Source: an optimization exercise on an open RTL-to-GDS flow (aim: small area, a short achievable clock period and few clock cycles per item). Production flows keep margins and buffers that such runs may drop.
In this exercise RTL edits were held to simulation tests only and were not proved equivalent to the original.

File: flow/flow/run.sh
#!/bin/bash
# Own layout flow: the standard flow (standard.sh) with smaller port buffers,
# a lighter clock tree and a timing-repair margin. Every tool's output goes to a log
# file in this folder (make_*.log) and ORFS's own logs under orfs/logs/.
set -euo pipefail
cd "$(dirname "$0")/.."
# Port buffers: one small buffer on every input and output port.
export BUFFER_PORTS_ARGS="-buffer_cell sky130_fd_sc_hd__buf_1"
# Clock tree: smaller clock buffers, bigger sink clusters, no dummy loads.
export CTS_ARGS="-sink_clustering_enable -repair_clock_nets -buf_list {sky130_fd_sc_hd__clkbuf_8} -sink_clustering_size 15 -sink_clustering_max_diameter 80 -dont_use_dummy_load"
# Timing repair aims for this much setup slack (ns) at the design's clock period.
export SETUP_SLACK_MARGIN=30.2
export TNS_END_PERCENT=10
# Synthesis: leave adders as plain gates for ABC (no full/half-adder cells); the
# registers are the standard synthesis's.
export ADDER_MAP_FILE=
bash standard.sh finish > make_finish.log 2>&1
File: flow/standard.sh
#!/bin/bash
# synth_recipe.tcl (not shown) runs the flow's synth.tcl, then flattens the netlist and writes it again
# the make line also repeats each setting of config.mk as NAME=value (left out here)
make -C /OpenROAD-flow-scripts/flow DESIGN_CONFIG=/design/flow/config.mk WORK_HOME=/design/flow/orfs CLKGATE_MAP_FILE= SYNTH_SCRIPT=/design/flow/synth_recipe.tcl "${@:-finish}"
File: flow/config.mk
export PLATFORM = sky130hd
export DESIGN_NAME = divider_400bit
export DESIGN_NICKNAME = divider_400bit
export VERILOG_FILES = /design/flow/design.v
export SDC_FILE = /design/flow/constraint.sdc
export NUM_CORES = 4
export LEC_CHECK = 0
export ABC_AREA = 1
export CAP_MARGIN = 20
export CORE_MARGIN = 2
export CORE_UTILIZATION = 40
export SLEW_MARGIN = 20
export SYNTH_HIERARCHICAL = 1
File: flow/constraint.sdc
create_clock -name core_clock -period 40.0 [get_ports {clk}]
set_input_delay 8.0000 -clock core_clock [delete_from_list [all_inputs] [get_ports {clk}]]
set_output_delay 8.0000 -clock core_clock [all_outputs]
set_load 0.01 [all_outputs]
File: flow/design.v
module divider_400bit (
    input wire clk,
    input wire rst,
    input wire start,
    input wire [399:0] dividend,
    input wire [7:0] divisor,
    output reg [399:0] quotient,
    output reg done
);
    reg busy;                     
    reg [4:0] idx;             
    reg [13:0] chunk;            
    reg [7:0] rem;                
    reg [7:0] dvs;                
    reg [9:0] mul3;            
    wire [13:0] nchunk;
    wire [28:0] sel;             
    genvar g;
    for (g = 0; g < 29; g = g + 1) begin : sel_
        assign sel[g] = idx == g;
    end
    div400_chunk_mux chunk_mux (.dividend(dividend), .sel(sel), .chunk(nchunk));
    wire [7:0] r0 = rem;
    wire [9:0] t0 = {r0, chunk[13:12]};
    wire [10:0] df0_1 = {1'b0, t0} - {1'b0, {2'd0, dvs}};
    wire [10:0] df0_2 = {1'b0, t0} - {1'b0, ({2'd0, dvs} << 1)};
    wire [10:0] df0_3 = {1'b0, t0} - {1'b0, mul3};
    reg [7:0] r1;
    reg [1:0] q0;
    always @* begin
        r1 = t0[7:0];
        q0 = 2'd0;
        if (!df0_1[10]) begin r1 = df0_1[7:0]; q0 = 2'd1; end
        if (!df0_2[10]) begin r1 = df0_2[7:0]; q0 = 2'd2; end
        if (!df0_3[10]) begin r1 = df0_3[7:0]; q0 = 2'd3; end
    end
    wire [9:0] t1 = {r1, chunk[11:10]};
    wire [10:0] df1_1 = {1'b0, t1} - {1'b0, {2'd0, dvs}};
    wire [10:0] df1_2 = {1'b0, t1} - {1'b0, ({2'd0, dvs} << 1)};
    wire [10:0] df1_3 = {1'b0, t1} - {1'b0, mul3};
    reg [7:0] r2;
    reg [1:0] q1;
    always @* begin
        r2 = t1[7:0];
        q1 = 2'd0;
        if (!df1_1[10]) begin r2 = df1_1[7:0]; q1 = 2'd1; end
        if (!df1_2[10]) begin r2 = df1_2[7:0]; q1 = 2'd2; end
        if (!df1_3[10]) begin r2 = df1_3[7:0]; q1 = 2'd3; end
    end
    wire [9:0] t2 = {r2, chunk[9:8]};
    wire [10:0] df2_1 = {1'b0, t2} - {1'b0, {2'd0, dvs}};
    wire [10:0] df2_2 = {1'b0, t2} - {1'b0, ({2'd0, dvs} << 1)};
    wire [10:0] df2_3 = {1'b0, t2} - {1'b0, mul3};
    reg [7:0] r3;
    reg [1:0] q2;
    always @* begin
        r3 = t2[7:0];
        q2 = 2'd0;
        if (!df2_1[10]) begin r3 = df2_1[7:0]; q2 = 2'd1; end
        if (!df2_2[10]) begin r3 = df2_2[7:0]; q2 = 2'd2; end
        if (!df2_3[10]) begin r3 = df2_3[7:0]; q2 = 2'd3; end
    end
    wire [9:0] t3 = {r3, chunk[7:6]};
    wire [10:0] df3_1 = {1'b0, t3} - {1'b0, {2'd0, dvs}};
    wire [10:0] df3_2 = {1'b0, t3} - {1'b0, ({2'd0, dvs} << 1)};
    wire [10:0] df3_3 = {1'b0, t3} - {1'b0, mul3};
    reg [7:0] r4;
    reg [1:0] q3;
    always @* begin
        r4 = t3[7:0];
        q3 = 2'd0;
        if (!df3_1[10]) begin r4 = df3_1[7:0]; q3 = 2'd1; end
        if (!df3_2[10]) begin r4 = df3_2[7:0]; q3 = 2'd2; end
        if (!df3_3[10]) begin r4 = df3_3[7:0]; q3 = 2'd3; end
    end
    wire [9:0] t4 = {r4, chunk[5:4]};
    wire [10:0] df4_1 = {1'b0, t4} - {1'b0, {2'd0, dvs}};
    wire [10:0] df4_2 = {1'b0, t4} - {1'b0, ({2'd0, dvs} << 1)};
    wire [10:0] df4_3 = {1'b0, t4} - {1'b0, mul3};
    reg [7:0] r5;
    reg [1:0] q4;
    always @* begin
        r5 = t4[7:0];
        q4 = 2'd0;
        if (!df4_1[10]) begin r5 = df4_1[7:0]; q4 = 2'd1; end
        if (!df4_2[10]) begin r5 = df4_2[7:0]; q4 = 2'd2; end
        if (!df4_3[10]) begin r5 = df4_3[7:0]; q4 = 2'd3; end
    end
    wire [9:0] t5 = {r5, chunk[3:2]};
    wire [10:0] df5_1 = {1'b0, t5} - {1'b0, {2'd0, dvs}};
    wire [10:0] df5_2 = {1'b0, t5} - {1'b0, ({2'd0, dvs} << 1)};
    wire [10:0] df5_3 = {1'b0, t5} - {1'b0, mul3};
    reg [7:0] r6;
    reg [1:0] q5;
    always @* begin
        r6 = t5[7:0];
        q5 = 2'd0;
        if (!df5_1[10]) begin r6 = df5_1[7:0]; q5 = 2'd1; end
        if (!df5_2[10]) begin r6 = df5_2[7:0]; q5 = 2'd2; end
        if (!df5_3[10]) begin r6 = df5_3[7:0]; q5 = 2'd3; end
    end
    wire [9:0] t6 = {r6, chunk[1:0]};
    wire [10:0] df6_1 = {1'b0, t6} - {1'b0, {2'd0, dvs}};
    wire [10:0] df6_2 = {1'b0, t6} - {1'b0, ({2'd0, dvs} << 1)};
    wire [10:0] df6_3 = {1'b0, t6} - {1'b0, mul3};
    reg [7:0] r7;
    reg [1:0] q6;
    always @* begin
        r7 = t6[7:0];
        q6 = 2'd0;
        if (!df6_1[10]) begin r7 = df6_1[7:0]; q6 = 2'd1; end
        if (!df6_2[10]) begin r7 = df6_2[7:0]; q6 = 2'd2; end
        if (!df6_3[10]) begin r7 = df6_3[7:0]; q6 = 2'd3; end
    end
    wire [13:0] qk = {q0, q1, q2, q3, q4, q5, q6};
    always @(posedge clk) begin
        dvs <= divisor;
        mul3 <= 10'd3 * {2'd0, divisor};
        chunk <= nchunk;
        rem <= busy ? r7 : 8'd0;
        if (busy)
            quotient <= {quotient[385:0], qk};
    end
    always @(posedge clk or posedge rst) begin
        if (rst) begin
            busy <= 1'b0;
            done <= 1'b0;
            idx <= 5'd0;
        end else begin
            done <= 1'b0;
            if (busy) begin
                if (idx == 5'd29) begin
                    busy <= 1'b0;
                    done <= 1'b1;
                    idx <= 5'd0;
                end else begin
                    idx <= idx + 1'b1;
                end
            end else if (start) begin
                busy <= 1'b1;
                idx <= 5'd1;
            end
        end
    end
endmodule
module div400_chunk_mux (
    input wire [399:0] dividend,
    input wire [28:0] sel,
    output wire [13:0] chunk
);
    wire [405:0] dpad = {6'd0, dividend};
    genvar b, j;
    generate
        for (b = 0; b < 14; b = b + 1) begin : bit_
            wire [28:0] hit;
            for (j = 0; j < 29; j = j + 1) begin : chunk_
                assign hit[j] = dpad[405 - 14*j - (13 - b)] & sel[j];
            end
            assign chunk[b] = |hit;
        end
    endgenerate
endmodule
==> notes.md, run 1 <==
Die
The die covers 71500 um^2. The core region is 68600 um^2. The initial standard-cell utilization of the core is 0.405. The die extent in x is 267 um. The number of placement rows is 96. The I/O pin count is 812. The die is 267 um tall.

Route
The residual DRC count is 0. The routed design has 110000 um of wire. After the first detailed-routing iteration, the DRC count stood at 2599. The remaining antenna violation count after routing is 0. The routed wirelength normalized by instance count is 20.5 um. For this block, the via count after detailed routing is around 28000.

The first TritonRoute pass finished after 8 iterations. The mean number of vias per cell is 5.16.

Timing
The top achievable clock speed is 0.107 GHz. The transition time at the pin with the least slew margin is 1.16 ns. Setup repair after global routing could not meet its margin everywhere.

The clock period minus worst slack is between 9 and 10 ns. Measured against its own limit, the worst slew margin works out to 0.226. Of the available clock period, the critical path in the final layout requires 0.234. The number of hold violations in the final report is 0. Between clock sinks in the finished design, the worst skew comes to 0.0625 ns. The setup total negative slack is 0 ns. The final-report max-slew violation count is 0.

The count of final setup violators is 0.

Place
Port buffering added roughly 800 buffers. The global placer's final weighted congestion is 0.993. Detailed placement ended at an HPWL of around 86000 um. Once placement completed, the tool counted placed cells totaling 5271.

Flow run
Max-cap violations in this run came to 0.

Cells and area
In the final layout, the multi-input gates occupy 14000 um^2. The layout overhead on the synthesized area is 22.3%. The most common cell after layout, fill and taps aside is sky130_fd_sc_hd__nand2_1. The fraction of final layout cells sized beyond drive strength 1 is 0.161. In the final design database the tool counted 4872 nets. The top cell types in the final layout, fill and taps aside, are sky130_fd_sc_hd__nand2_1 (1360), sky130_fd_sc_hd__buf_1 (811), sky130_fd_sc_hd__edfxtp_1 (400). The filler cells instantiated in the layout total 7048.

The filler-free cell count of the finished design is roughly 5400. In the final layout, flip-flops and latches occupy 13000 um^2.

Clock network
TritonCTS built the clock tree. The buffer depth of the longest clock path is 3. The clock input transition at the sequential cells of the worst setup and hold paths is 0.09 ns. CTS saw 446 sinks.

The post-cts hold buffer count is 0. The total CTS buffers is 40. The H-tree was split into 2 levels.

At the later pin of the worst-skew pair, clock insertion delay measures 0.62 ns. The clock root buffer master is sky130_fd_sc_hd__clkbuf_8.

Synthesis
Synthesis produced a netlist whose cell count is 3560. The proportion of synthesized chip area in sequential cells is 0.467. The Yosys step of the flow raised 7 warnings.

The synthesized design contains 446 register bits. The distinct cell type count of the synthesized netlist is 57. Counting every net in the synthesized netlist gives 3971. The dominant register cell in the synthesized netlist is sky130_fd_sc_hd__edfxtp_1. The summed instance area of the synthesized netlist is 27700 um^2. The share of synthesized area in the top cell type comes to 0.433.

Of all flip-flops after synthesis, the portion carrying an async set or reset was 0.0157. Averaged over all synthesized cells, the footprint is 7.79 um^2. In this run, synthesis inferred 400 flip-flops with an integrated enable. Sorting the synthesized cells by area gives the leading types as sky130_fd_sc_hd__edfxtp_1 (43%), sky130_fd_sc_hd__nand2_1 (19%), sky130_fd_sc_hd__nand3_1 (6.3%). The leading area contributor after synthesis is sky130_fd_sc_hd__edfxtp_1.

Worst setup path
The cell family contributing the most delay on the critical path is flip-flops. The worst setup path is captured at an output port. The critical path is of the register to output port type.

The startpoint class of the critical path is a register. Of all nets on the critical path, the largest fanout is 2. The minimum setup slack among reg-to-reg paths is 30.72 ns. The cell with the biggest individual delay on the critical path is sky130_fd_sc_hd__edfxtp_1. The required time reported for the critical path endpoint is approximately 32 ns. The count of buffer and inverter cells on the critical path is 1. Data on the critical path arrives at its endpoint at 1.36 ns.

In this design, the stage delay of the slowest critical-path cell is ~0.54 ns. The signal on the critical path passes through buf_1.

GRT
In the global route stage, overall resource usage came out at 0.293. The remaining global-route overflow is 0. The global-route wire length before repair is around 160000 um. The via count of the first global-routing pass is 25595.

The met1 track demand over resource in global routing is 0.367. The met3 layer usage reported by global route is 0.0514. The global-route track usage on met2 is 0.495. The initial antenna violation count is 6. Entering global routing, the biggest net connects 83 pins. The busiest metal layer after global routing is met2.

Worst hold path
The worst hold path belongs to the class register to register.

Status
The run finished with no timing, DRC or antenna violations.
-- cell type report --
cell class	instances	area share
antenna	3	0.000221
clock buffer	40	0.0162
inverter	274	0.0336
multi-input combinational	2781	0.414
sequential	446	0.383
tap	931	0.0343
timing repair buffer	918	0.119
-- per-stage QoR --
step | area [um^2] | utilization | worst slack (ns) | hold slack [ns]
6_report | 33900 | 0.495 | 30.64 | 0.431
4_1_cts | 32300 | 0.470 | 30.21 | 0.428
3_5_place_dp | 31600 | 0.461 | 29.52 | 0.429
5_1_grt | 33900 | 0.495 | 30.08 | 0.432
3_3_place_gp | 31600 | 0.461 | 29.44 | 0.426
2_1_floorplan | 27700 | - | 30.91 | 0.475
-- Yosys cell counts (25+ instances only) --
library cell               count
sky130_fd_sc_hd__xor2_1       43
sky130_fd_sc_hd__o21ai_1      30
sky130_fd_sc_hd__nand2_1    1436
sky130_fd_sc_hd__a21oi_1      78
sky130_fd_sc_hd__o21ai_0      59
sky130_fd_sc_hd__xnor2_1      25
sky130_fd_sc_hd__inv_2        51
sky130_fd_sc_hd__nor2_1      340
sky130_fd_sc_hd__inv_1       210
sky130_fd_sc_hd__nor2_2       25
sky130_fd_sc_hd__edfxtp_1    400
sky130_fd_sc_hd__nand3_2      41
sky130_fd_sc_hd__buf_6        40
sky130_fd_sc_hd__nand4_1      27
sky130_fd_sc_hd__nand2_2     179
sky130_fd_sc_hd__dfxtp_1      39
sky130_fd_sc_hd__nand3_1     352
sky130_fd_sc_hd__nand2_4      28
-- final timing paths --
kind                                           start                       to  depth (start not counted)
setup / recovery           quotient[0]$_SDFFCE_PN1P_              quotient[0]                          1
hold / removal               quotient[226]$_DFFE_PP_  quotient[240]$_DFFE_PP_                          0
setup reg to reg                     mul3[6]$_DFF_P_        rem[3]$_SDFF_PN0_                         79
hold reg to reg              quotient[226]$_DFFE_PP_  quotient[240]$_DFFE_PP_                          0
max in group asynchronous                        rst       idx[2]$_DFFE_PP0P_                          2
min in group asynchronous                        rst           done$_DFF_PP0_                          2
-- per-layer routing --
layer  vias up  part of all wire  wire, um
met5         -           0.00024        27
met1     12944              0.39     43600
met4         4             0.044      4920
met2      1300              0.48     52700
li1      13384                 -         -
met3       199             0.083      9210
-- worst reg2reg max path: cells and delay by family (launching register included) --
kind	cells	cell delay, ns
compound gates	2	0.31
flops	1	0.47
simple gates	64	7.07
buf+inv	13	1.43
-- modules after synthesis, one instance, submodules excluded --
module / copies in the design / flops+latches / area (um^2) / cells inside
div400_chunk_mux: 1 / 0 / 3370 / 837
divider_400bit: 1 / 446 / 24400 / 2723
-- sequential cells by signal, summed over array words and instances (netlist names) --
register / count
rem: 8
mul3: 10
done: 1
dvs: 7
quotient: 400
busy: 1
chunk: 14
idx: 5
-- what timing repair did --
action,4_1_cts,5_1_grt
buffers inserted,0,69
gates cloned,0,10
resized for setup,24,283
endpoints found under the setup margin,10,10
pin swaps,0,79
-- cells by family (layout without fill, tap and decap cells) --
kind of cell / after synthesis / in the layout / synth area share
AND/OR/NAND/NOR: 2485 / 2495 / 0.404
AO/OA/AOI/OAI: 218 / 218 / 0.0450
flip-flops: 446 / 446 / 0.467
XOR/XNOR: 68 / 68 / 0.0215
buffers and inverters: 343 / 1232 / 0.0619
other: 0 / 3 / 0
Testbench counts, summed over its fixed seeds: cycles 9,600, items 320.
==> run 2: changes to the inputs <==
--- a/flow/config.mk
+++ b/flow/config.mk
@@ -12,2 +12 @@
 export SLEW_MARGIN = 20
-export SYNTH_HIERARCHICAL = 1
==> notes.md, run 2 <==
Clock network
The clock root buffer master is sky130_fd_sc_hd__clkbuf_8. TritonCTS built the clock tree. The later pin in the worst-skew pair is clocked with a latency of 0.62 ns. After clock tree synthesis, the flow added hold-fix buffers numbering 0.

The number of levels in the clock H-tree is 2. Buffers inserted during clock tree synthesis total 38. The clock sink total is 446. The clock passes through at most 3 buffers. After clock tree synthesis, the clock-pin slew on the worst setup and hold paths is 0.09 ns.

Cells and area
In the layout the commonest cells are sky130_fd_sc_hd__buf_1 (811), sky130_fd_sc_hd__nand2_1 (807), sky130_fd_sc_hd__edfxtp_1 (400). The largest registers in the layout are quotient x400, chunk x14, mul3 x10. The number of nets in the layout is 4415. Counting flops per register, the top entry is quotient. Registers take 13000 um^2. The register with the most flip-flops in the layout has 400 of them.

The filler cells instantiated in the layout total approximately 6400. The area taken by multi-input logic gates is 13400 um^2. The library cell used most frequently in the layout, excluding fill and tap cells, is sky130_fd_sc_hd__buf_1. Of the cells placed in the final design, the portion with a size suffix greater than 1 is 0.194.

The layout overhead on the synthesized area is 27.4%.

Timing
For the pin with the worst max-slew slack, the measured transition is between 1 and 1.5 ns. Setup violations remaining at the end of the flow were counted as 0. The final-report max-slew violation count came to 0. Setup repair after global routing left no endpoint under its margin.

Of the available clock period, the critical path in the final layout requires 0.237. Adding up every negative setup slack in the final design gives 0 ns. The number of hold violations in the final report is 0. The worst pin sits at a relative slew slack of 0.272.

The worst clock skew is 0.0683 ns. The final worst slack is 30.53 ns. The worst slack on hold paths is 0.391 ns. The clock period minus worst slack is between 9 and 10 ns. The top achievable clock speed is approximately 0.11 GHz.

Synthesis
Summed over all instances, the cell type with the most area after synthesis is sky130_fd_sc_hd__edfxtp_1. The post-synth net total is between 3000 and 4000. The share of the Yosys chip area taken by registers is 0.492. The dominant cell by count in the synthesized netlist is sky130_fd_sc_hd__nand2_1.

By area the synthesized netlist is led by sky130_fd_sc_hd__edfxtp_1 (46%), sky130_fd_sc_hd__nand2_1 (13%), sky130_fd_sc_hd__nand3_1 (6.6%). The portion of netlist area occupied by mux cells is 0. The adder-cell area share of the yosys netlist is 0. The synthesized design contains 400 enable-type register cells. For this run, the number of Yosys warnings is 1. The summed instance area of the synthesized netlist is 26400 um^2.

Synthesis instantiated a little under 60 different standard cells from the library. The main combinational cell family by area after synthesis is simple AND/OR/NAND/NOR gates. The simple logic cell fraction of the synthesized area is 0.335. In the synthesized netlist, the number of instances is 3070. The xor and xnor fraction of the mapped netlist area is 0.0233. The register bit total from synthesis is 446.

The post-synthesis area per instance is 8.58 um^2. The compound-gate portion of the synthesized area was 0.0979. Of the post-synthesis cell area, the dominant cell type holds 0.456. For this run, asynchronously set or reset flops after synthesis account for 0.0157. Ranked by instance count, the synthesized netlist is headed by sky130_fd_sc_hd__nand2_1 (931), sky130_fd_sc_hd__edfxtp_1 (400), sky130_fd_sc_hd__nand3_1 (349). Among all flip-flop cells after synthesis, the most frequent one is sky130_fd_sc_hd__edfxtp_1.

Die
Measured along the x axis, the die boundary spans 261 um. For this configuration, the core starts out at a cell density of 0.402. In this run the core area contains 94 standard-cell rows.

The floorplan step defined a die boundary enclosing 68000 um^2. The floorplan step set the die height to 261 um. The I/O pin count is 812. The core area is 65500 um^2.

Worst setup path
The startpoint class of the critical path is an input port. The worst setup path is of the input port to register kind. The required time reported for the critical path endpoint is 40.41 ns. For the worst flop-to-flop path, the logic depth is 78.

Along the worst path, the maximum fanout reaches 1. Tracing the worst setup path back leads to its startpoint at dividend[29]. The worst setup path is captured at a register. In this run the critical register-to-register path is launched from mul3[6]$_DFF_P_. The data arrival time of the worst path is approximately 9.9 ns. The minimum setup slack among reg-to-reg paths is 30.59 ns. The terminus of the critical flop-to-flop path is rem[7]$_SDFF_PN0_. The most critical setup path has its endpoint at chunk[1]$_DFF_P_.

Route
The routed layout has around 27000 vias. The mean number of vias per cell is 5.53. The routed wirelength normalized by instance count is 23.7 um. The number of DRC violations after detailed-routing iteration 0 is around 2700. The detail route stage leaves a number of antenna-violating nets equal to 0. For this block, the routed nets add up to 115000 um of wire. The residual DRC count is 0.

The number of detailed-routing iterations run before antenna repair is 6.

GRT
The initial antenna violation count came to 12. Entering global routing, the biggest net connects 87 pins. The first global-routing pass estimated 157000 um of wire. The via count of the first global-routing pass is roughly 24000. The remaining global-route overflow is 0. Across every metal layer, demand over resource in global routing totals 0.315.

Flow run
The tool flagged a number of max-cap violations equal to 0.

Place
The global placer's final weighted congestion is 0.999. Input and output buffers added on the ports amount to approximately 800. After legalization and detailed placement, the total HPWL measured 88800 um. Timing analysis after detailed placement gives a worst setup slack of 29.75 ns.

Status
The flow ran to the end and the layout has no timing, DRC or antenna violations.

Worst hold path
The tightest min-delay check is of the register to register type.
[run 2: cell types whose count changed in the layout (fill, tap and decap cells not counted), sizes merged, moves of 11 or more]
cell / before / now
a221oi: 0 / 63
a22o: 0 / 53
a32o: 0 / 17
buf: 918 / 952
inv: 267 / 244
nand2: 1643 / 1101
nand3: 407 / 396
nand4: 27 / 65
nor2: 383 / 262
[run 2: logic make-up after synthesis]
| kind of cell | after synthesis |
|---|---|
| AO/OA/AOI/OAI | 372 |
| XOR/XNOR | 70 |
| buffers and inverters | 325 |
| flip-flops | 446 |
| AND/OR/NAND/NOR | 1857 |
[run 2: metal layers]
layer / routed length [um] / vias to the layer above / track usage
met5: 0 / - / 0
met4: 7590 / 0 / 0.185
met3: 9220 / 298 / 0.0515
met2: 54500 / 1410 / 0.526
met1: 44200 / 12759 / 0.386
li1: - / 12489 / -
[run 2: final cells by class]
type	count	share of cell area
flip-flops and latches	446	0.388
repair inverters	1	0.000335
inverters	255	0.0340
well taps	864	0.0322
repair buffers	953	0.130
multi-input cells	2309	0.400
clock buffers	38	0.0156
diodes	11	0.000820
[run 2: worst min path at each step]
stage	cells past startpoint	end	slack (ns)	from
2_1_floorplan	2	rem[0]$_SDFF_PN0_	0.47	chunk[0]$_DFF_P_
3_3_place_gp	0	quotient[255]$_DFFE_PP_	0.42	quotient[241]$_DFFE_PP_
3_5_place_dp	0	quotient[284]$_DFFE_PP_	0.43	quotient[270]$_DFFE_PP_
4_1_cts	0	quotient[356]$_DFFE_PP_	0.40	quotient[342]$_DFFE_PP_
5_1_grt	0	quotient[356]$_DFFE_PP_	0.41	quotient[342]$_DFFE_PP_
6_report	0	quotient[356]$_DFFE_PP_	0.39	quotient[342]$_DFFE_PP_
[run 2: worst max-delay path, cell delays in order]
cell and delay [ns]:
sky130_fd_sc_hd__buf_1 0.07, sky130_fd_sc_hd__inv_1 0.20, sky130_fd_sc_hd__nor2_1 0.11, sky130_fd_sc_hd__a221oi_1 0.82, sky130_fd_sc_hd__nand4_1 0.16, sky130_fd_sc_hd__nor4_1 0.35
sky130_fd_sc_hd__nand3_1 0.16
[run 2: metrics by stage]
step                       util  instances  area (um^2)
after floorplan               -       3070        26400
after global placement    0.464       4714        30400
after detailed placement  0.464       4715        30400
after CTS                 0.475       4756        31100
after global routing      0.513       4876        33600
final                     0.513       4877        33600
[run 2: what timing repair did]
item,CTS,global route
pin swaps,1,94
endpoints found under the setup margin,10,10
gates resized for setup,45,394
endpoints found under the hold margin,0,0
gates cloned,0,12
buffers inserted,3,98
==> run 3: changes to the inputs <==
--- a/flow/config.mk
+++ b/flow/config.mk
@@ -10,3 +10,4 @@
 export CORE_MARGIN = 2
-export CORE_UTILIZATION = 40
+export CORE_UTILIZATION = 50
+export PLACE_DENSITY = 0.75
 export SLEW_MARGIN = 20
==> notes.md, run 3 <==
Status
The run finished with no timing, DRC or antenna violations.

Cells and area
The top cell types in the final layout, fill and taps aside, are sky130_fd_sc_hd__nand2_1 (915), sky130_fd_sc_hd__buf_1 (811), sky130_fd_sc_hd__edfxtp_1 (400). The largest registers in the layout are quotient x400, chunk x14, mul3 x10. The most common cell after layout, fill and taps aside is sky130_fd_sc_hd__nand2_1. The register with the most flip-flops in the layout has 400 of them. The filler-free cell count of the finished design is approximately 4600. The area growth from synthesis to layout is 19.3%. The net count of the finished layout is 4328. Counting flops per register, the top entry is quotient. The fraction of final layout cells sized beyond drive strength 1 is 0.130.

Place
Buffers placed on the I/O ports in this run total ~810. The global placer's final weighted congestion is 1.08. Once detailed placement completed, the half-perimeter wirelength came to 90800 um. The number of placed instances with taps included is between 4000 and 5000.

Synthesis
Sorting the synthesized cells by area gives the leading types as sky130_fd_sc_hd__edfxtp_1 (46%), sky130_fd_sc_hd__nand2_1 (13%), sky130_fd_sc_hd__nand3_1 (6.6%). The dominant cell by count in the synthesized netlist is sky130_fd_sc_hd__nand2_1. Counting flops with a built-in enable in the synthesized netlist gives 400. The distinct cell type count of the synthesized netlist is 59.

The share of Yosys cell area claimed by the top area cell type is 0.456. The summed instance area of the synthesized netlist is 26400 um^2. The cell count after synthesis came out at 3070. The dominant register cell in the synthesized netlist is sky130_fd_sc_hd__edfxtp_1. By count the netlist is led by sky130_fd_sc_hd__nand2_1 (931), sky130_fd_sc_hd__edfxtp_1 (400), sky130_fd_sc_hd__nand3_1 (349). The post-synth net total is around 3500. The proportion of synthesized chip area in sequential cells is 0.492. The register bit total from synthesis is 446. The leading area contributor after synthesis is sky130_fd_sc_hd__edfxtp_1.

Counting flops with an async set or reset pin after synthesis yields a share of 0.0157. The post-synthesis area per instance is 8.58 um^2. The count of warnings emitted by yosys is 1.

Worst setup path
For the worst setup path, the data required time is approximately 40 ns. The worst setup path is captured at a register. The critical path goes through buf_1 > a22o_1 > a221oi_1 > nand4_1 > or4_1. Counting both buffers and inverters, the worst setup path holds a total of 1. In this design, the largest share of critical-path delay is due to compound AO/OA/AOI/OAI gates.

The cell with the biggest individual delay on the critical path is sky130_fd_sc_hd__a221oi_1. The startpoint class of the critical path is an input port. Data on the critical path arrives at its endpoint at 10.13 ns. The highest fanout seen on the critical path is 1. By startpoint and endpoint, the worst setup path is classified as input port to register. The stage delay of the slowest cell on the critical path is 0.84 ns.

GRT
met2 is the most crowded layer. The via count of the first global-routing pass is approximately 24000. For this run, the total global-route usage over all layers was measured as 0.401.

The met1 track demand over resource in global routing is 0.483. In the global route stage, met3 resource usage came out at 0.111. For this run, global-route usage on met2 was measured as 0.613. The maximum number of pins on one net before global-route repair is 82. The initial antenna violation count is 18. After global routing the overflow that remains totals 0.

The first global-routing pass estimated 158000 um of wire.

Clock network
The clock root buffer master is sky130_fd_sc_hd__clkbuf_8. The buffer depth of the longest clock path is 3. The clock sink total is 446. The number of clock buffers added by TritonCTS is 37. The insertion delay of the later-clocked pin in the worst-skew pair is 0.60 ns. TritonCTS built the clock tree. The number of levels in the clock H-tree is 2. Clock-pin slew was measured on the worst setup and hold paths at 0.10 ns.

Timing
The transition time at the pin with the least slew margin is 1.13 ns. The worst-case headroom to the max-slew limit is 0.243. Setup violations remaining at the end of the flow were counted as 0. The final-report max-slew violation count is 0. Hold is met by 0.418 ns. The setup total negative slack is 0 ns. The worst path needs 9.66 ns of the cycle, external delays included. Of the available clock period, the critical path in the final layout requires 0.241. Based on the critical path, the design can be clocked at up to 0.104 GHz. The number of hold violations in the final report was 0. Clock skew on the completed layout was measured at ~0.046 ns. Setup repair after global routing could not meet its margin everywhere.

Route
The routed wirelength normalized by instance count is 24.8 um. The wire length after detailed routing is 115000 um. In the routed layout, each cell is associated on average with a via count of 5.82.

The routed layout has 26893 vias. The number of DRC violations after detailed-routing iteration 0 is 3037. The number of detailed-routing iterations run before antenna repair is 9. In the routed design, unresolved DRC markers number 0. The remaining antenna violation count after routing is 0.

Die
The I/O pin count is roughly 810. The area of the die is approximately 55000 um^2. The die is 234 um wide. The initial utilization of the core area, before any placement, comes to 0.504.

The floorplan step set the die height to 234 um. The core area is 52300 um^2. The number of placement rows is 84.

Worst hold path
The type of the worst min-delay path is register to register.

Flow run
The number of max-cap violations is 0.
run 3: cell counts after synthesis:
Identical to the previous run, type by type.
run 3: worst register-to-register path, delay by kind of cell (launching register included):
kind	cells	cell delay, ns
buffers and inverters	12	1.39
DFF	1	0.37
and+or+nand+nor	61	7.02
AOI/OAI and AO/OA	4	0.58
run 3: logic make-up after synthesis:
logic type | after synthesis | synth area share
simple gates | 1857 | 0.335
buf+inv | 325 | 0.0515
flops | 446 | 0.492
xor+xnor | 70 | 0.0233
compound gates | 372 | 0.0979
run 3: routing by layer:
| metal | wire length [um] | up-vias |
|---|---|---|
| met2 | 50900 | 1735 |
| met1 | 41000 | 12413 |
| li1 | - | 12326 |
| met4 | 9840 | 10 |
| met3 | 12700 | 409 |
| met5 | 77 | - |
run 3: stage by stage:
stage,setup slack [ns],instance area [um^2],utilization
6_report,30.34,31400,0.601
5_1_grt,29.70,31400,0.600
4_1_cts,30.21,30700,0.587
3_5_place_dp,29.85,30200,0.577
3_3_place_gp,29.34,30200,0.576
2_1_floorplan,30.86,26400,-
run 3: what timing repair did:
action                     CTS  global route
gates cloned                 0             4
resized for setup           19           118
buffers inserted             0            23
pin swaps                    0            12
setup endpoints to repair   10            10
hold buffers                 0             0
run 3: cell type report:
| type | instances | area [um^2] |
|---|---|---|
| clock buffers | 37 | 509 |
| well taps | 688 | 861 |
| inverters | 255 | 1050 |
| fillers | 4830 | 20900 |
| flip-flops and latches | 446 | 13000 |
| multi-input cells | 2302 | 12300 |
| diodes | 18 | 45.0 |
| repair buffers | 875 | 3630 |
run 3: worst paths after layout:
kind | from | to | slack [ns] | depth (start not counted)
worst min-delay path | quotient[8]$_SDFFCE_PN1P_ | quotient[22]$_DFFE_PP_ | 0.42 | 0
worst min register to register | quotient[8]$_SDFFCE_PN1P_ | quotient[22]$_DFFE_PP_ | 0.42 | 0
min in group asynchronous | rst | done$_DFF_PP0_ | 7.48 | 2
worst max register to register | dvs[6]$_DFF_P_ | quotient[1]$_SDFFCE_PN1P_ | 30.36 | 77
worst max-delay path | dividend[125] | chunk[13]$_DFF_P_ | 30.34 | 5
max in group asynchronous | rst | busy$_DFF_PP0_ | 32.28 | 2
==> run 4: changes to the inputs <==
--- a/flow/config.mk
+++ b/flow/config.mk
@@ -10,4 +10,4 @@
 export CORE_MARGIN = 2
-export CORE_UTILIZATION = 50
-export PLACE_DENSITY = 0.75
+export CORE_UTILIZATION = 46
+export PLACE_DENSITY = 0.7
 export SLEW_MARGIN = 20
==> notes.md, run 4 <==
Timing
Headroom to the max-slew limit came out at 0.280. Between clock sinks in the finished design, the worst skew comes to 0.0763 ns. The clock period could shrink to 9.54 ns. The worst slack on hold paths is ~0.4 ns. In the final timing run, aggregate negative setup slack is 0 ns. Dividing the final minimum period by the clock period gives 0.238. The top achievable clock speed is 0.105 GHz. The number of hold violations in the final report is 0. The transition time at the pin with the least slew margin is 1.08 ns.

Setup repair after global routing left no endpoint under its margin. The final-report max-slew violation count was 0. The count of final setup violators is 0.

Worst setup path
The critical path in this run is classified as input port to register. The slowest stage of the critical path belongs to the cell sky130_fd_sc_hd__a2111oi_2. The terminus of the critical flop-to-flop path is rem[5]$_SDFF_PN0_. Traced cell by cell, the critical path runs through buf_1 > a22o_1 > a221oi_1 > nand4_1 > a2111oi_2 > nand4_1. Counting cells, the worst reg-to-reg path comes to 75.

STA puts the critical path data arrival time at 9.90 ns. The critical path crosses 6 cells after its start point. STA classifies the critical path startpoint as an input port.

STA puts the critical path data required time at roughly 40 ns. The worst flop-to-flop path startpoint is dvs[7]$_DFF_P_. The largest single stage delay on the critical path is 0.68 ns. Grouping stages by cell kind, the critical path spends the most delay in compound AO/OA/AOI/OAI gates. Together, buffers and inverters on the worst path number 1. The minimum setup slack among reg-to-reg paths is 30.73 ns. In this run the worst path has a maximum fanout of 1.

The critical path's most frequent cell is sky130_fd_sc_hd__nand4_1. The worst setup path is captured at a register.

Route
The number of detailed-routing iterations run before antenna repair is 6. The residual DRC count is 0. In this run, the number of DRC markers left after iteration 0 of detailed routing was roughly 3000. The mean number of vias per cell is 5.71.

The via count is 26984. Dividing the detail-routed wire length by the instance count gives approximately 24 um. The wire length after detailed routing is about 110000 um.

Once detail routing completed, the nets flagged for antenna violations numbered 0.

Synthesis
For this run, the number of Yosys warnings is 1. In this run, synthesis inferred 400 flip-flops with an integrated enable. The share of the Yosys chip area taken by registers is 0.492. sky130_fd_sc_hd__edfxtp_1 takes more of the synthesized area than any other cell. The synthesized netlist contains just under 60 unique library cells. The summed instance area of the synthesized netlist is 26400 um^2.

By area the synthesized netlist is led by sky130_fd_sc_hd__edfxtp_1 (46%), sky130_fd_sc_hd__nand2_1 (13%), sky130_fd_sc_hd__nand3_1 (6.6%). The commonest cells after synthesis are sky130_fd_sc_hd__nand2_1 (931), sky130_fd_sc_hd__edfxtp_1 (400), sky130_fd_sc_hd__nand3_1 (349). The synthesized instance count is 3070.

Yosys instantiated no cell more often than sky130_fd_sc_hd__nand2_1. The register bit total from synthesis is 446. For this run, asynchronously set or reset flops after synthesis account for 0.0157. The post-synthesis area per instance is 8.58 um^2.

The most used flip-flop cell after synthesis is sky130_fd_sc_hd__edfxtp_1. The number of nets in the synthesized netlist is 3481. Of the post-synthesis cell area, the dominant cell type holds 0.456.

Place
After detailed placement, the design holds a cell count of 4602. Routability-driven placement finished with a final weighted congestion of 1.04. The quantity of I/O buffers inserted on ports is 811. Summed over all nets, the half-perimeter wirelength after detailed placement is 87800 um.

Worst hold path
The end point of the worst hold path is quotient[26]$_DFFE_PP_. The worst hold path startpoint is quotient[12]$_SDFFCE_PN1P_. The type of the worst min-delay path is register to register. The number of cells on the worst hold path is 0.

Die
The number of placement rows is 87. The area of the die is approximately 59000 um^2. 812 I/O pins were placed. The die is 243 um tall. For this configuration, the core starts out at a cell density of 0.466. The die extent in x is 243 um. The total area inside the core boundary comes to 56500 um^2.

GRT
The initial antenna violation count is 7. The via count of the first global-routing pass is 23776. Entering global routing, the biggest net connects 175 pins. The total track usage is 0.358.

The global-route wire length before repair is 156000 um. The remaining global-route overflow is 0.

Clock network
The number of levels in the clock H-tree is 2. The clock root buffer master is sky130_fd_sc_hd__clkbuf_8. The total CTS buffers is 37. The clock sink total is 446.

The clock passes through at most 3 buffers. TritonCTS built the clock tree. The clock reaches the later pin of the worst-skew pair after 0.61 ns.

The clock input transition at the sequential cells of the worst setup and hold paths is 0.10 ns.

Cells and area
The library cells used most frequently in the layout, excluding fill and tap cells, are sky130_fd_sc_hd__nand2_1 (853), sky130_fd_sc_hd__buf_1 (811), sky130_fd_sc_hd__edfxtp_1 (400). The sequential cells in the finished layout cover a total of 13000 um^2. The number of nets in the layout is 4377.

The top register by number of flip-flops is quotient. The finished layout holds 4727 standard cells, fillers aside. The number of flip-flops under the largest register name is 400. The most common cell after layout, fill and taps aside is sky130_fd_sc_hd__nand2_1. The layout overhead on the synthesized area is 23.5%.

The fraction of final layout cells sized beyond drive strength 1 is 0.168. The area taken by multi-input logic gates is 12900 um^2. After filler insertion, the fill cell instance count of the layout stands at 5255.

The largest registers in the layout are quotient x400, chunk x14, mul3 x10.

Flow run
The number of max-cap violations is 0.

Status
The flow ran to the end and the layout has no timing, DRC or antenna violations.
run 4: cells by family after synthesis:
logic type | synth area share
simple gates | 0.335
flops | 0.492
compound gates | 0.0979
buf+inv | 0.0515
xor+xnor | 0.0233
run 4: per-layer routing:
metal  vias up  wire length [um]  GRT usage
li1      12410                 -          -
met1     12595             41500      0.447
met2      1657             52400      0.582
met3       322             12000     0.0781
met4         0              7100      0.191
met5         -                 0          0
run 4: how the worst max path moves through the flow:
stage	slack (ns)	endpoint	start
global route	30.11	rem[0]$_SDFF_PN0_	dvs[4]$_DFF_P_
finish	30.46	chunk[9]$_DFF_P_	dividend[135]
global placement	29.56	chunk[9]$_DFF_P_	dividend[135]
floorplan	30.86	chunk[6]$_DFF_P_	dividend[146]
detailed placement	29.87	rem[0]$_SDFF_PN0_	dvs[2]$_DFF_P_
CTS	30.20	rem[0]$_SDFF_PN0_	mul3[6]$_DFF_P_
run 4: layout make-up:
cell class / count / area share
Clock buffer: 37 / 0.0157
Antenna cell: 7 / 0.000538
Multi-Input combinational cell: 2307 / 0.398
Sequential cell: 446 / 0.400
Inverter: 255 / 0.0331
Timing Repair Buffer: 919 / 0.124
Tap cell: 756 / 0.0291
run 4: what timing repair did:
action	4_1_cts	5_1_grt
hold buffers	0	0
cloned	0	9
setup endpoints to repair	10	10
setup buffers	0	71
gates resized for setup	14	287
pin swaps	0	80
run 4: stage by stage:
step / utilization / instance area, um^2 / setup WS (ns)
floorplan: - / 26400 / 30.86
CTS: 0.546 / 30800 / 30.20
detailed placement: 0.536 / 30300 / 29.87
finish: 0.576 / 32500 / 30.46
global route: 0.576 / 32500 / 30.11
global placement: 0.535 / 30200 / 29.56
==> run 5: changes to the inputs <==
--- a/flow/flow/run.sh
+++ b/flow/flow/run.sh
@@ -11,4 +11,4 @@
 # Timing repair aims for this much setup slack (ns) at the design's clock period.
-export SETUP_SLACK_MARGIN=30.2
-export TNS_END_PERCENT=10
+export SETUP_SLACK_MARGIN=30.8
+export TNS_END_PERCENT=3
 # Synthesis: leave adders as plain gates for ABC (no full/half-adder cells); the
==> notes.md, run 5 <==
Status
The run finished with no timing, DRC or antenna violations.

Synthesis
The count of warnings emitted by yosys is 1. The number of synthesized flops with an enable pin is 400. The leading area contributor after synthesis is sky130_fd_sc_hd__edfxtp_1. The synthesized netlist occupies a cell area of 26400 um^2. Of the post-synthesis cell area, the dominant cell type holds 0.456. For this run, the leading register cell type out of synthesis is sky130_fd_sc_hd__edfxtp_1. The fraction of registers with async set/reset is 0.0157. Each instance of the synthesized netlist takes up on average 8.58 um^2. The dominant cell by count in the synthesized netlist is sky130_fd_sc_hd__nand2_1. The register bit total from synthesis is between 400 and 500. Synthesis produced a netlist with a net count of about 3500. The distinct cell type count of the synthesized netlist is between 50 and 60. The synthesized instance count is 3070.

The share of the Yosys chip area taken by registers is 0.492. Yosys attributes the largest share of cell area to sky130_fd_sc_hd__edfxtp_1 (46%), sky130_fd_sc_hd__nand2_1 (13%), sky130_fd_sc_hd__nand3_1 (6.6%). Sorting the synthesized cells by how often they occur yields sky130_fd_sc_hd__nand2_1 (931), sky130_fd_sc_hd__edfxtp_1 (400), sky130_fd_sc_hd__nand3_1 (349).

Die
In this run the count of I/O pins placed on the die edge is 812. For this configuration, the core starts out at a cell density of 0.466. The die covers 59200 um^2. In this run the horizontal extent of the chip is 243 um. From bottom edge to top edge, the die measures 243 um. The initialized floorplan defines 87 standard-cell rows.

The core area is ~56000 um^2.

Timing
The top achievable clock speed is 0.107 GHz. The worst clock skew is approximately 0.07 ns. The worst pin sits at a relative slew slack of 0.284. The final-report max-slew violation count was 0. The number of hold violations in the final report is 0. The period utilization is 0.234.

Setup violations remaining at the end of the flow were counted as 0. The transition time at the pin with the least slew margin is 1.07 ns. Setup repair after global routing could not meet its margin everywhere.

Summed over all failing endpoints, the final setup total negative slack is 0 ns. The clock period could shrink to 9.35 ns.

Cells and area
The number of flip-flops under the largest register name is 400. The library cell used most frequently in the layout, excluding fill and tap cells, is sky130_fd_sc_hd__buf_1. The largest registers in the layout are quotient x400, chunk x14, mul3 x10. The fraction of final layout cells sized beyond drive strength 1 is 0.267. At the end of the flow the core is filled with cells to 0.635.

The top register by number of flip-flops is quotient. For this run, the post-layout net count is between 4000 and 5000. The layout overhead on the synthesized area is 36.1%.

Leaving out fill and tap cells, the most frequent cells in the layout are sky130_fd_sc_hd__buf_1 (809), sky130_fd_sc_hd__nand2_1 (692), sky130_fd_sc_hd__edfxtp_1 (400).

GRT
The global-route wire length before repair is 158000 um. For this run, the total global-route usage over all layers was measured as 0.364. The maximum number of pins on one net before global-route repair is 175. The remaining global-route overflow is 0. The via count of the first global-routing pass came to 24181.

The initial antenna violation count is 8.

Worst setup path
Counting cells, the worst reg-to-reg path comes to 76. The most critical setup path has its startpoint at dividend[227]. Data arrives at the worst endpoint at 9.81 ns. The minimum setup slack among reg-to-reg paths is 30.80 ns. STA classifies the critical path startpoint as an input port. The critical setup path kind is input port to register. The highest fanout seen on the critical path is 1. The worst setup path is captured at a register. The required time reported for the critical path endpoint is a little over 40 ns.

In this run the critical register-to-register path is captured at rem[1]$_SDFF_PN0_. The startpoint identified for the worst register-to-register timing path is dvs[7]$_DFF_P_.

Worst hold path
The number of cells on the worst hold path is 0. The path class of the tightest hold or removal check is register to register. In this run the most critical hold path is launched from quotient[12]$_SDFFCE_PN1P_.

The end point of the worst hold path is quotient[26]$_DFFE_PP_.

Route
The wire length after detailed routing is approximately 120000 um. The residual DRC count is 0. Before antenna repair, the detailed router went through 9 iterations.

The remaining antenna violation count after routing is 0. The via count is 28442. The number of DRC violations after detailed-routing iteration 0 is 3567.

The mean number of vias per cell is 5.85. The routed wirelength normalized by instance count is 24.6 um.

Clock network
After clock tree synthesis, the clock-pin slew on the worst setup and hold paths is 0.10 ns. The later pin in the worst-skew pair is clocked with a latency of 0.62 ns. CTS built an H-tree with a depth of 2. The buffer depth of the longest clock path is 3. The cell sitting at the root of the clock tree is a sky130_fd_sc_hd__clkbuf_8.

The total CTS buffers is 37. The number of hold buffers added after CTS was 0. The clock sink total is ~450. The clock tree from TritonCTS is done.

Flow run
The tool flagged a number of max-cap violations equal to 0.

Place
The HPWL after detailed placement is 87800 um. The quantity of I/O buffers inserted on ports is roughly 810. Routability-driven placement finished with a final weighted congestion of 1.04.
[run 5: cell count changes in the layout (fill, tap and decap cells not counted), sizes merged]
cell	previous run	this run
diode	7	5
clkinvlp	0	3
inv	247	246
nand3	396	398
buf	918	1052
nor2	260	262
[run 5: worst max path at each step]
stage | to | cells after the start
after global routing | rem[2]$_SDFF_PN0_ | 78
after floorplan | chunk[6]$_DFF_P_ | 4
final | chunk[3]$_DFF_P_ | 5
after CTS | quotient[1] | 1
after detailed placement | rem[0]$_SDFF_PN0_ | 70
after global placement | chunk[9]$_DFF_P_ | 6
[run 5: repair_timing]
action | 4_1_cts | 5_1_grt
gates resized for setup | 125 | 702
pin swaps | 15 | 235
gates cloned | 7 | 8
setup buffers | 25 | 181
endpoints found under the setup margin | 175 | 232
[run 5: layout make-up]
type,count,area (um^2)
antenna,5,12.5
clock buffer,37,509
fill,4739,20600
inverter,255,1180
multi-input combinational,2311,15000
sequential,446,13000
tap,756,946
timing repair buffer,1053,5190
timing repair inverter,2,18.8
[run 5: metrics by stage]
stage               hold WS [ns]  worst slack, ns  instances  instance area (um^2)
finish                     0.403            30.65       4865                 35900
global route               0.398            30.23       4864                 35900
CTS                        0.403            30.67       4671                 31600
detailed placement         0.429            29.87       4602                 30300
global placement           0.425            29.56       4601                 30200
floorplan                  0.475            30.86       3070                 26400
[run 5: cells by family (layout without fill, tap and decap cells)]
family          Yosys count  after routing  share of synthesized area
compound gates          372            372                     0.0979
xor+xnor                 70             70                     0.0233
buf+inv                 325           1347                     0.0515
flops                   446            446                      0.492
other cells               0              5                          0
simple gates           1857           1869                      0.335
[run 5: worst max-delay path, cell delays in order]
cell                       delay, ns
sky130_fd_sc_hd__buf_1          0.08
sky130_fd_sc_hd__a22o_1         0.22
sky130_fd_sc_hd__a221oi_1       0.53
sky130_fd_sc_hd__nand4_1        0.46
sky130_fd_sc_hd__or4_1          0.50
[run 5: metal layers]
layer / GRT usage / vias up / share of wire
met3: 0.0836 / 494 / 0.11
met4: 0.214 / 4 / 0.080
met1: 0.449 / 13301 / 0.35
met2: 0.584 / 1956 / 0.46
met5: 0 / - / 0.00023
li1: - / 12687 / -
==> run 6: changes to the inputs <==
--- a/flow/flow/run.sh
+++ b/flow/flow/run.sh
@@ -11,4 +11,4 @@
 # Timing repair aims for this much setup slack (ns) at the design's clock period.
-export SETUP_SLACK_MARGIN=30.8
-export TNS_END_PERCENT=3
+export SETUP_SLACK_MARGIN=30.5
+export TNS_END_PERCENT=5
 # Synthesis: leave adders as plain gates for ABC (no full/half-adder cells); the
==> notes.md, run 6 <==
Cells and area
The final layout contains 4344 nets. The fraction of final layout cells sized beyond drive strength 1 is 0.139. Counting flops per register, the top entry is quotient. From synthesis to final layout, the design area changed by 20.9%. The multi-input combinational cells in the finished layout cover a total of between 10000 and 15000 um^2. The largest registers in the layout are quotient x400, chunk x14, mul3 x10. The most common cell after layout, fill and taps aside is sky130_fd_sc_hd__nand2_1. The top cell types in the final layout, fill and taps aside, are sky130_fd_sc_hd__nand2_1 (903), sky130_fd_sc_hd__buf_1 (811), sky130_fd_sc_hd__edfxtp_1 (400). The sequential cells in the finished layout cover a total of 13000 um^2. The number of flip-flops under the largest register name is 400. The number of filler instances in the final layout is 5338.

GRT
The busiest metal layer after global routing is met2. In the global route stage, met2 resource usage came out at 0.584. In the global route stage, met3 resource usage came out at 0.0792. The maximum number of pins on one net before global-route repair is 175. The first global-routing pass estimated ~160000 um of wire. The initial antenna violation count was 8. The remaining global-route overflow is 0. The total track usage is 0.359.

In the global route stage, met1 resource usage came out at 0.448. The via count of the first global-routing pass is 23894.

Route
The residual DRC count is 0. The detail route stage leaves a number of antenna-violating nets equal to 0. The wire length after detailed routing is 112000 um. For this block, the initial DRC count from the detailed router was 3389. The routed wirelength normalized by instance count is around 24 um. The via count is 26713. In the routed layout, each cell is associated on average with a via count of approximately 5.7.

The first detailed-routing pass ran for 7 iterations.

Place
The quantity of I/O buffers inserted on ports is a little over 800. The global placer's final weighted congestion is ~1.0. The HPWL after detailed placement is 87800 um.

Synthesis
In this run the mean area of a mapped cell was 8.58 um^2. For this run, the number of Yosys warnings is 1. Synthesis inferred 446 register bits. The share of synthesized area in the top cell type comes to 0.456. The summed instance area of the synthesized netlist is approximately 26000 um^2. Counting flops with an async set or reset pin after synthesis yields a share of 0.0157. By area the synthesized netlist is led by sky130_fd_sc_hd__edfxtp_1 (46%), sky130_fd_sc_hd__nand2_1 (13%), sky130_fd_sc_hd__nand3_1 (6.6%). The synthesized design contains 400 enable-type register cells. The number of nets handed over by synthesis was 3481. The leading area contributor after synthesis is sky130_fd_sc_hd__edfxtp_1. sky130_fd_sc_hd__nand2_1 is the most common cell in the netlist.

The synthesized instance count is 3070. The dominant register cell in the synthesized netlist is sky130_fd_sc_hd__edfxtp_1. Counting instances in the post-synthesis netlist gives the leading cell types as sky130_fd_sc_hd__nand2_1 (931), sky130_fd_sc_hd__edfxtp_1 (400), sky130_fd_sc_hd__nand3_1 (349). After synthesis, the netlist uses 59 different library cells.

For this run, the register share of the synthesized area comes to 0.492.

Worst setup path
STA classifies the critical path startpoint as an input port. At the worst endpoint, the required time is 40.36 ns. The data arrival time of the worst path is 9.98 ns. The critical setup path kind is input port to register. The worst setup path is captured at a register. The highest fanout seen on the critical path is 1.

Timing
The transition time at the pin with the least slew margin is around 1.1 ns. In the final timing run, aggregate negative setup slack is 0 ns. Based on the critical path, the design can be clocked at up to 0.104 GHz. Setup repair after global routing could not meet its margin everywhere. The clock arrives with 0.0745 ns of skew. The final-report max-slew violation count is 0. The clock period minus worst slack is 9.62 ns. In the finished design, the share of the clock period the worst path needs comes to 0.240.

The count of final setup violators is 0. The number of hold violations in the final report came to 0. The worst pin sits at a relative slew slack of 0.278.

Die
The floorplan die height is roughly 240 um. The area of the die is 59200 um^2. The number of placement rows is 87. The core area is roughly 56000 um^2. The die extent in x is 243 um.

The I/O pin count is 812. The initial standard-cell utilization of the core is 0.466.

Clock network
The insertion delay of the later-clocked pin in the worst-skew pair is 0.62 ns. The number of levels in the clock H-tree is 2. After clock tree synthesis, the clock-pin slew on the worst setup and hold paths is roughly 0.10 ns. The buffer depth of the longest clock path is 3. The clock tree from TritonCTS is done. The clock root buffer master is sky130_fd_sc_hd__clkbuf_8. The number of clock buffers added by TritonCTS is 37. For this design, the sink count on the clock tree is 446.

Worst hold path
The worst hold path belongs to the class register to register.

Status
The run finished with no timing, DRC or antenna violations.

Flow run
Max-cap violations in this run came to 0.
[run 6: cell counts after synthesis]
No cell type changed its count.
[run 6: per-stage QoR]
| stage | cell area, um^2 | cells | hold WS, ns | worst slack [ns] | util |
|---|---|---|---|---|---|
| 4_1_cts | 31000 | 4644 | 0.403 | 30.53 | 0.549 |
| 3_5_place_dp | 30300 | 4602 | 0.429 | 29.87 | 0.536 |
| 5_1_grt | 31800 | 4694 | 0.398 | 29.83 | 0.564 |
| 2_1_floorplan | 26400 | 3070 | 0.475 | 30.86 | - |
| 6_report | 31900 | 4695 | 0.402 | 30.38 | 0.564 |
| 3_3_place_gp | 30200 | 4601 | 0.425 | 29.56 | 0.535 |
[run 6: metal layers]
metal	vias up	part of all wire	routed length, um
met5	-	0	0
met4	0	0.064	7130
met3	311	0.10	11600
met2	1655	0.46	52000
met1	12418	0.37	41300
li1	12329	-	-
[run 6: repair_timing]
action,in CTS,in global routing
endpoints found under the setup margin,10,10
hold buffers,0,0
setup buffers,3,38
pin swaps,4,29
hold endpoints to repair,0,0
cloned,2,4
gates resized for setup,49,122
[run 6: path summary, 6_finish.rpt]
| path | slack [ns] | cells after the start | start | end |
|---|---|---|---|---|
| setup / recovery | 30.38 | 6 | dividend[135] | chunk[9]$_DFF_P_ |
| hold / removal | 0.40 | 0 | quotient[12]$_SDFFCE_PN1P_ | quotient[26]$_DFFE_PP_ |
| setup reg to reg | 30.50 | 72 | dvs[7]$_DFF_P_ | rem[7]$_SDFF_PN0_ |
| hold reg to reg | 0.40 | 0 | quotient[12]$_SDFFCE_PN1P_ | quotient[26]$_DFFE_PP_ |
| max in group asynchronous | 32.47 | 2 | rst | busy$_DFF_PP0_ |
| min in group asynchronous | 7.29 | 2 | rst | idx[0]$_DFFE_PP0P_ |
[run 6: kinds of logic (layout without fill, tap and decap cells)]
logic type             after synthesis  count (layout)  share of synthesized area
AND/OR/NAND/NOR                   1857            1862                      0.335
buffers and inverters              325            1181                     0.0515
other                                0               8                          0
XOR/XNOR                            70              70                     0.0233
AO/OA/AOI/OAI                      372             372                     0.0979
flip-flops                         446             446                      0.492
[run 6: critical path, stage by stage]
cell and delay, ns:
sky130_fd_sc_hd__buf_1 0.11, sky130_fd_sc_hd__a22o_1 0.20, sky130_fd_sc_hd__a221oi_1 0.42, sky130_fd_sc_hd__nand4_1 0.18, sky130_fd_sc_hd__a2111oi_2 0.75, sky130_fd_sc_hd__nand4_1 0.31
[run 6: final cells by class]
type,instances,area share
sequential,446,0.408
multi-input combinational,2304,0.393
tap,756,0.0297
inverter,255,0.0332
clock buffer,37,0.0160
antenna,8,0.000629
timing repair buffer,889,0.119
==> run 7: changes to the inputs <==
--- a/flow/flow/run.sh
+++ b/flow/flow/run.sh
@@ -11,3 +11,3 @@
 # Timing repair aims for this much setup slack (ns) at the design's clock period.
-export SETUP_SLACK_MARGIN=30.5
+export SETUP_SLACK_MARGIN=30.4
 export TNS_END_PERCENT=5
--- a/flow/config.mk
+++ b/flow/config.mk
@@ -10,4 +10,4 @@
 export CORE_MARGIN = 2
-export CORE_UTILIZATION = 46
-export PLACE_DENSITY = 0.7
+export CORE_UTILIZATION = 48
+export PLACE_DENSITY = 0.72
 export SLEW_MARGIN = 20
==> notes.md, run 7 <==
Cells and area
The number of filler instances in the final layout is 5006. The register with the most flip-flops in the layout has 400 of them. The library cell used most frequently in the layout, excluding fill and tap cells, is sky130_fd_sc_hd__nand2_1. In the final layout, the registers with the most flip-flops are quotient x400, chunk x14, mul3 x10. For this run, the post-layout net count is 4320. The area growth from synthesis to layout is 19.3%. In the layout the commonest cells are sky130_fd_sc_hd__nand2_1 (912), sky130_fd_sc_hd__buf_1 (811), sky130_fd_sc_hd__edfxtp_1 (400). The fraction of final layout cells sized beyond drive strength 1 is 0.128.

Counting flops per register, the top entry is quotient.

Timing
The final-report max-slew violation count is 0. The clock period minus worst slack is 9.61 ns. Summed over all failing endpoints, the final setup total negative slack is 0 ns.

The count of final setup violators is 0. Headroom to the max-slew limit came out at 0.242. Derived from the worst setup path, the maximum achievable clock frequency is between 0.1 and 0.15 GHz. For the final database, setup skew stands at 0.0626 ns. Setup repair after global routing could not meet its margin everywhere. The final worst slack is 30.39 ns. The period utilization is 0.240. Hold timing on the final database bottoms out at a slack of 0.424 ns. The number of hold violations in the final report was 0. The transition time at the pin with the least slew margin is 1.14 ns.

Worst setup path
The cell with the biggest individual delay on the critical path is sky130_fd_sc_hd__nor3_4. The required time reported for the critical path endpoint is 40.48 ns. On the worst path, the slowest cell contributes a delay of around 0.37 ns. The data arrival time of the worst path is 10.09 ns. The critical path's most frequent cell is sky130_fd_sc_hd__nand2_1. The highest fanout seen on the critical path is 18.

The critical setup path kind is register to register. The kind of end point of the critical path is a register. STA classifies the critical path startpoint as a register.

Clock network
The buffer depth of the longest clock path is 3. The clock tree synthesis step divided the H-tree into 2 levels. The clock tree from TritonCTS is done.

The clock sink total is approximately 450. The number of clock buffers added by TritonCTS is 37. The insertion delay of the later-clocked pin in the worst-skew pair is around 0.64 ns. The clock input transition at the sequential cells of the worst setup and hold paths is 0.11 ns. The post-cts hold buffer count is 0. The tree is rooted in a sky130_fd_sc_hd__clkbuf_8.

Status
The run finished with no timing, DRC or antenna violations.

Synthesis
Of the total synthesized cell area, the portion taken by XOR and XNOR cells is 0.0233. The portion of netlist area occupied by mux cells is 0. The share of Yosys cell area claimed by the top area cell type is 0.456. In the post-synthesis netlist, the biggest area contributors are sky130_fd_sc_hd__edfxtp_1 (46%), sky130_fd_sc_hd__nand2_1 (13%), sky130_fd_sc_hd__nand3_1 (6.6%). After synthesis, the most frequently instantiated cells are sky130_fd_sc_hd__nand2_1 (931), sky130_fd_sc_hd__edfxtp_1 (400), sky130_fd_sc_hd__nand3_1 (349). Among all flip-flop cells after synthesis, the most frequent one is sky130_fd_sc_hd__edfxtp_1. After synthesis the netlist holds a flip-flop and latch count of between 400 and 500. Of the total synthesized cell area, the portion taken by full adders, half adders and majority gates is 0. When the netlist entered floorplanning its net count stood at 3481. The compound-gate portion of the synthesized area was 0.0979. The simple logic cell fraction of the synthesized area is 0.335.

The leading area contributor after synthesis is sky130_fd_sc_hd__edfxtp_1. The proportion of synthesized chip area in sequential cells is 0.492. After synthesis, the largest family of logic cells by area is simple AND/OR/NAND/NOR gates.

A synthesized cell averages 8.58 um^2. The dominant cell by count in the synthesized netlist is sky130_fd_sc_hd__nand2_1. The synthesized netlist occupies a cell area of 26400 um^2. For this run, the number of Yosys warnings is 1. The synthesized design contains 400 enable-type register cells. For this run, asynchronously set or reset flops after synthesis account for 0.0157. The distinct cell type count of the synthesized netlist is 59. The synthesized instance count is 3070.

GRT
The via count of the first global-routing pass is between 20000 and 25000. Summed over all layers, the global routing overflow is 0. The total track usage is 0.377.

The initial antenna violation count is 6. The maximum number of pins on one net before global-route repair is 198. The first global-routing pass estimated about 160000 um of wire.

Place
The worst slack at placement is 29.90 ns. The global placer's final weighted congestion is 1.04. The HPWL after detailed placement is 87700 um. Input and output buffers added on the ports amount to ~810.

Route
The detail route stage leaves a number of antenna-violating nets equal to 0. The uppermost layer routed is met5. The routed layout has 26756 vias. After detailed routing, the wire length on met1 is 40600 um.

Dividing the detail-routed wire length by the instance count gives 24.1 um. The first detailed-routing pass took 8 iterations. The number of DRC violations after detailed-routing iteration 0 is around 2800. Dividing the detail-routed via count by the number of cells gives 5.80. After detailed routing, the met2 layer carries around 50000 um of wire.

The wire length after detailed routing is between 100000 and 150000 um. The sum of met3 wire segment lengths after detailed routing is between 10000 and 15000 um. In the routed design, unresolved DRC markers number 0.

Die
In this run the horizontal extent of the chip is 238 um. The initial utilization of the core area, before any placement, comes to 0.488. The total area inside the core boundary comes to about 54000 um^2. For this design the top-level I/O count stands at ~800. The area of the die is 56800 um^2. The floorplan has 85 rows. The die is 238 um tall.

Flow run
The number of max-cap violations is 0.

Worst hold path
In this run the worst hold path is classified as register to register.
-- run 7: cell counts after synthesis --
Identical to the previous run, type by type.
-- run 7: cell families (layout without fill, tap and decap cells) --
kind of cell	Yosys count	count (layout)
compound gates	372	372
xor+xnor	70	70
buf+inv	325	1160
flops	446	446
other cells	0	7
simple gates	1857	1859
-- run 7: timing repair --
action / CTS / global route
pin swaps: 4 / 15
cloned: 1 / 1
gates resized for setup: 40 / 105
endpoints found under the setup margin: 10 / 10
buffers inserted: 4 / 19
endpoints found under the hold margin: 0 / 0
-- run 7: final timing paths --
path | startpoint | end | slack, ns | depth (start not counted)
hold reg to reg | quotient[76]$_DFFE_PP_ | quotient[90]$_DFFE_PP_ | 0.42 | 0
setup / recovery | dvs[7]$_DFF_P_ | rem[0]$_SDFF_PN0_ | 30.39 | 77
max in group asynchronous | rst | idx[1]$_DFFE_PP0P_ | 32.33 | 2
hold / removal | quotient[76]$_DFFE_PP_ | quotient[90]$_DFFE_PP_ | 0.42 | 0
setup reg to reg | dvs[7]$_DFF_P_ | rem[0]$_SDFF_PN0_ | 30.39 | 77
min in group asynchronous | rst | idx[2]$_DFFE_PP0P_ | 7.43 | 2
-- run 7: stage by stage --
step                      instances  utilization  cell area (um^2)
after floorplan                3070            -             26400
final                          4610        0.582             31400
after CTS                      4583        0.572             30900
after global placement         4540        0.558             30200
after detailed placement       4541        0.559             30200
after global routing           4606        0.582             31400
-- run 7: layout make-up --
type / instances / area [um^2] / share of cell area
Multi-Input combinational cell: 2301 / 12400 / 0.394
Antenna cell: 7 / 17.5 / 0.000557
Tap cell: 696 / 871 / 0.0277
Timing Repair Buffer: 868 / 3600 / 0.114
Sequential cell: 446 / 13000 / 0.413
Inverter: 255 / 1070 / 0.0340
Clock buffer: 37 / 509 / 0.0162
-- run 7: layer usage --
| metal | GRT usage | up-vias |
|---|---|---|
| met1 | 0.450 | 12472 |
| met2 | 0.598 | 1637 |
| met5 | 0 | - |
| met4 | 0.260 | 2 |
| met3 | 0.0959 | 354 |
| li1 | - | 12291 |
-- run 7: critical path: cells and delay by family, from the launching register on --
family,cells,cell delay (ns)
buffers and inverters,9,1.10
AO/OA/AOI/OAI,2,0.23
AND/OR/NAND/NOR,66,7.77
flip-flops,1,0.34

[re-timing with driven ports]
In the flow no input, the clock included, has a driving cell. The finished layouts below were timed again as built, in two steps. Step 1 assumes that a clkbuf_16 drives the clock port and a buf_2 every other input. Step 2 adds t to the input delays and takes it off the output delays; t is the mean of the earliest and latest rising clock arrival at the registers after step 1. Input paths then give back, and output paths get back, about the clock's delay inside the block. Three values: ideal ports, drivers, drivers and shift; two values: the first two.
| run | t (ns) | setup WS [ns] | worst slew at a driven data input, ns |
|---|---|---|---|
| run 1 | 0.647 | 30.644 / 30.584 / 30.187 | 0.19 |
| run 2 | 0.651 | 30.532 / 30.553 / 29.902 | 0.16 |
| run 3 | 0.639 | 30.345 / 30.357 / 29.741 | 0.20 |
| run 4 | 0.637 | 30.461 / 30.499 / 29.861 | 0.16 |
| run 5 | 0.649 | 30.649 / 30.610 / 30.025 | 0.14 |
| run 6 | 0.641 | 30.382 / 30.422 / 29.780 | 0.15 |
| run 7 | 0.660 | 30.388 / 30.388 / 29.871 | 0.13 |
After both steps setup and hold are still met in every run listed. For run 2, which loses most, drivers alone change the setup slack by +0.021 ns; drivers and shift together by -0.630 ns.
